Context: an optimization exercise on an open-source flow, tuned for small area and a short achievable clock period. The choices shown serve that exercise and are no tape-out recipe. No run shown here included a check of the RTL's function; only the layout flow was run. Power figures rest on the tool's default switching activity, not on a simulated workload.

## flow/design.v (module list and top-level ports; edited modules follow where they fit)
// module TPU_optimized: 2348 lines
module TPU_optimized #(
    parameter DEPTH     = 4,
    parameter BIT_WIDTH = 8,
    parameter ACC_WIDTH = 24
)
(
    input clk,
    input control,
    input [(BIT_WIDTH*DEPTH)-1:0] data_arr,
    input [(BIT_WIDTH*DEPTH)-1:0] wt_arr,
    output [(ACC_WIDTH*DEPTH)-1:0] acc_out
);
  // ...
==> flow/run.sh <==
#!/bin/bash
# synth_recipe.tcl (not shown) runs the flow's synth.tcl, then flattens the netlist and writes it again
# the make line also repeats each setting of config.mk as NAME=value (left out here)
make -C /OpenROAD-flow-scripts/flow DESIGN_CONFIG=/design/flow/config.mk WORK_HOME=/design/flow/orfs CLKGATE_MAP_FILE= SYNTH_SCRIPT=/design/flow/synth_recipe.tcl finish
==> flow/config.mk <==
export PLATFORM = sky130hd
export DESIGN_NAME = TPU_optimized
export DESIGN_NICKNAME = TPU_optimized
export VERILOG_FILES = /design/flow/design.v
export SDC_FILE = /design/flow/constraint.sdc
export NUM_CORES = 4
export LEC_CHECK = 0
export CAP_MARGIN = 20
export CORE_MARGIN = 2
export CORE_UTILIZATION = 40
export SLEW_MARGIN = 20
==> flow/constraint.sdc <==
create_clock -name core_clock -period 7.5 [get_ports {clk}]
set_input_delay 1.5000 -clock core_clock [delete_from_list [all_inputs] [get_ports {clk}]]
set_output_delay 1.5000 -clock core_clock [all_outputs]
set_load 0.01 [all_outputs]
==> results.txt, run 1 <==
- Status: timing/DRC/antenna clean
- Initial core utilization: 40.3%
- Worst path bufs/invs: 2
- Syn Inst Count: 4229
- Arrival time worst endpoint: 5.05 ns
- Overall Global Routing Usage: 21.2%
- Clock share of power: 23.6%
- Ys Warns: 1
- Longest Clk Path Bufs: 3
- Final Instance Count excl. Fillers: 5700
- Fin Hold WS: 0.325 ns
- Layout fillers: 10.2k
- Layout Nets: 5135
- Top power group: combinational cells
- P_int: 10.4 mW
- CP top delay family: adder cells
- Max-slew headroom: 20.2%
- Least-Margin Pin Slew: 1.20 ns
- Layout cells sized above 1: 4.91%
- CTS root buffer: clkbuf_16
- Ports: 162
- Antenna diode instance count: 0
- Seq/Total Area, Yosys: 31.5%
- Post-Synth Simple-Gate Area: 8.18%
- Clk latency of the worst-skew pair: 0.65 ns
- R2R Setup Slk: 3.60 ns
- CTS tree: done
- Global routing's busiest layer: met2
==> run 2: changes to the inputs <==
--- a/flow/config.mk
+++ b/flow/config.mk
@@ -8,4 +8,6 @@
 export CAP_MARGIN = 20
 export CORE_MARGIN = 2
 export CORE_UTILIZATION = 40
+export CTS_BUF_LIST = sky130_fd_sc_hd__clkbuf_4 sky130_fd_sc_hd__clkbuf_8
+export SETUP_SLACK_MARGIN = 3.9
 export SLEW_MARGIN = 20
==> run 2 against run 1 <==
Compared with the run above: via count grew 1.2%; sequential share of layout area decreased by 0.28 points; critical path depth grew 5; first-iteration DRC count fell by 6.7%; setup slack better by 0.95 ns; synthesized cell count did not move; largest power group unchanged; clock power down 2%; register-to-register slack improved by 0.34 ns; count of clock-buffer cells in the layout up 76; die area stayed put; final area rose by 1.0%.
==> results.txt, run 2 <==
- Setup CP Type: register to register
- Syn_area_per_cell: 10.2 um2
- Yosys reg bits: 680
- CORE AREA: 0.107 mm2
- Initial drt markers: 3922
- Least-Margin Pin Slew: 1.14 ns (-0.0505 ns)
- Pins Over Slew Limit: 0
- Global-route wire length before repair: 184 mm
- Die area: 0.111 mm2
- Rows: 120
- Power Density: 352 mW/mm2
- Commonest non-fill, non-tap cell in the layout: inv_1
- Arrival time worst endpoint: 4.23 ns (-0.82 ns)
- CTS clk-pin slew, worst paths: 0.07 ns
- Die Wd: 333 um
- Post-synthesis async set-or-reset flop share: 0%
- H-tree Lvls: 3
- Port bufs: 137
- Largest net degree at the start of global routing: 92
- Max-Cap Viols: 0
- R2r endpoint: o0[17]$_DFF_P_
- Synthesized area: 0.0432 mm2
- Clk latency of the worst-skew pair: 0.78 ns (+0.13 ns)
- IR drop worst, VDD: 0.000260 V
- Overall Global Routing Usage: 21.1% (-0.025 points)
- Routed vias: 30.3k
- Synth Flop Type: dfxtp_1
- Final GP Congestion: 0.810
- WL per Instance: 20.4 um
- Inserted Clock Buffers: 119
- Yosys top cell area share: 31.5%
- Initial antenna violation count: 12
- Count leader, synth: inv_1
- Seq/Total Area, Yosys: 31.5% (unchanged)
- RSZ-0062 raised after global routing: yes
- Layout Skew: 0.0429 ns
- Vias per inst: 5.24
- First-pass DRT Iterations: 17
- Worst flop-to-flop path startpoint: s3_0_0[2]$_DFF_P_
- Slowest library cell on the worst path: fa_2
- Commonest cells after routing, fill and taps aside: 1123 x inv_1, 672 x dfxtp_1, 587 x fa_1
- GRT overflow: 0
- R2R Setup Slk: 3.94 ns (+0.34 ns)
- CP Cell Sequence: inv_1, fa_2, fa_1, inv_1, ha_2, o21ai_2, o21ai_2, a21oi_4, buf_6, a2bb2oi_4, a21oi_4, or4_1, and3_1
- CTS root buffer: clkbuf_8
- CP startpoint: s3_0_0[2]$_DFF_P_
- Leakage power total: 23.9 nW
- Fin crit period: 3.56 ns
- CTS tree: done
- ANT nets after route: 0
- Worst path bufs/invs: 3 (+1)
- CP top delay family: adder cells
- Post-synth top area cell: dfxtp_1
- Final hold vios: 0
- Tightest Hold Check Type: register to register
- Status: timing/DRC/antenna clean
- Final setup vio count: 0
- CP Capture Type: register
- Layout cells sized above 1: 8.31% (+3.4 points)
- Top post-synthesis cells by area: dfxtp_1 31%, fa_1 28%, inv_1 9.8%
- Vias in the first global route: 32.2k
- Die height: 333 um
- Ys Warns: 1 (unchanged)
- Critical Path Stages: 13
- Number of library cell types mapped by synthesis: 62
- FF-to-FF path depth: 13
- Crit path required time: 8.16 ns
- Ports: 162 (unchanged)
- Cts hold-fix bufs: 0
- Max Freq: 281 MHz
- Peak fanout along the critical path: 4
- EDFF count, synth: 0
- Max-slew headroom: 23.6% (+3.4 points)
- P&R area growth vs syn: 13.1%
- Final core utilization: 45.6%
- Fin crit share: 47.5%
- Layout Nets: 5179 (+0.86%)
- Initial core utilization: 40.3% (unchanged)
- Clock sinks: 680
- Total Routed Length: 118 mm
- Layout fillers: 10.2k (+0.50%)
- Max stage delay on crit path: 0.62 ns
- Final Instance Count excl. Fillers: 5788 (+1.5%)
- DRC: 0
- Longest Clk Path Bufs: 3 (unchanged)
- Setup_tns: 0 ns
- Syn Inst Count: 4229 (unchanged)
- Placed insts: 5560
- Pwr Total: 17.2 mW
- Setup crit end: o0[17]$_DFF_P_
- Setup crit start kind: register
- Synth cell count leaders: 1131 x inv_1, 680 x dfxtp_1, 600 x fa_1
- HPWL Detailed: 74.7 mm
==> run 2: cell counts after synthesis <==
No cell type changed its count.
==> run 2: cells by family (layout without fill, tap and decap cells) <==
group | after synthesis | in the layout | share of synthesized area [%]
xor gates and xnor gates | 78 | 78 | 1.58
other | 1 | 27 | 0.00867
buffers and inverters | 1423 | 1553 | 12.6
adders and majority gates | 828 | 828 | 34.4
DFF | 680 | 680 | 31.5
AOI/OAI and AO/OA | 582 | 582 | 11.7
and+or+nand+nor | 635 | 635 | 8.18
muxes | 2 | 2 | 0.0463
==> run 2: stage by stage <==
step / setup slack [ns] / hold slack (ns) / area, um2
after floorplan: 3.76 / 0.310 / 43500
after global placement: 2.82 / 0.311 / 45800
after global routing: 3.88 / 0.330 / 48900
after detailed placement: 2.76 / 0.312 / 45800
final: 3.94 / 0.320 / 48900
after CTS: 3.90 / 0.324 / 48700
==> run 2: worst min path at each step <==
stage,startpoint,to,slack (ns),cells past startpoint
6_report,s1_0_0[0]$_DFF_P_,s2_0_0[0]$_DFF_P_,0.32,0
3_5_place_dp,s1_1_0[1]$_DFF_P_,s2_1_0[1]$_DFF_P_,0.31,0
2_1_floorplan,s1_0_0[0]$_DFF_P_,s2_0_0[0]$_DFF_P_,0.31,0
5_1_grt,s1_0_0[1]$_DFF_P_,s2_0_0[1]$_DFF_P_,0.33,0
4_1_cts,s1_0_0[0]$_DFF_P_,s2_0_0[0]$_DFF_P_,0.32,0
3_3_place_gp,s1_2_0[0]$_DFF_P_,s2_2_0[0]$_DFF_P_,0.31,0
==> run 2: routing by layer <==
layer	up-vias	share of wire [%]	GRT usage (%)
met2	1444	46	34.2
met1	15100	41	27.8
met5	-	0.084	0
met3	240	9.6	4.44
li1	13500	-	-
met4	16	3.3	7.96
==> run 2: area by class of cell <==
| class | count | area (um2) | share of cell area (%) |
|---|---|---|---|
| multi-input combinational | 2149 | 24500 | 50.0 |
| sequential | 680 | 13600 | 27.8 |
| inverter | 1131 | 4250 | 8.68 |
| clock buffer | 178 | 2310 | 4.71 |
| timing repair buffer | 204 | 2030 | 4.15 |
| tap | 1403 | 1760 | 3.59 |
| clock inverter | 40 | 467 | 0.954 |
| antenna | 3 | 7.51 | 0.0153 |
==> run 2: repair_timing <==
item | CTS | global route
buffers inserted | 1 | 2
pin swaps | 1 | 10
gates cloned | 0 | 4
endpoints found under the setup margin | 52 | 48
resized for setup | 41 | 49
==> run 2: where the power goes <==
part | switching (mW) | total, mW | internal (mW)
Clock | 1.62 | 3.93 | 2.31
Sequential | 0.482 | 5.08 | 4.59
Combinational | 4.75 | 8.20 | 3.45

## re-timing with driven ports
In the flow no input, the clock included, has a driving cell. The finished layouts below were timed again as built, in two steps. Step 1 sets driving cells, clkbuf_16 on the clock port and buf_2 on the other inputs (assumed; they add their load-dependent delay and slew). Step 2 times the ports against the registers' clock, not the clock port: input delays grow and output delays shrink by t, the midpoint of the rising clock arrivals with the driver on. a / b / c = ideal / step 1 / step 2; a / b = the first two.
| run | shift t [ns] | setup slack, ns | worst hold slack (ns) | latest minus earliest clock arrival (ns) | slew at the worst register clock pin (ns) |
|---|---|---|---|---|---|
| run 1 | 0.700 | 2.984 / 2.992 / 2.292 | 0.325 / 0.325 / 0.325 | 0.030 / 0.030 | 0.07 / 0.07 |
| run 2 | 0.824 | 3.936 / 3.936 / 3.155 | 0.320 / 0.320 / 0.320 | 0.044 / 0.043 | 0.07 / 0.07 |
After both steps every run listed still meets setup and hold. For run 2, which loses most, drivers alone change the setup slack by 0.000 ns; drivers and shift together by -0.781 ns.
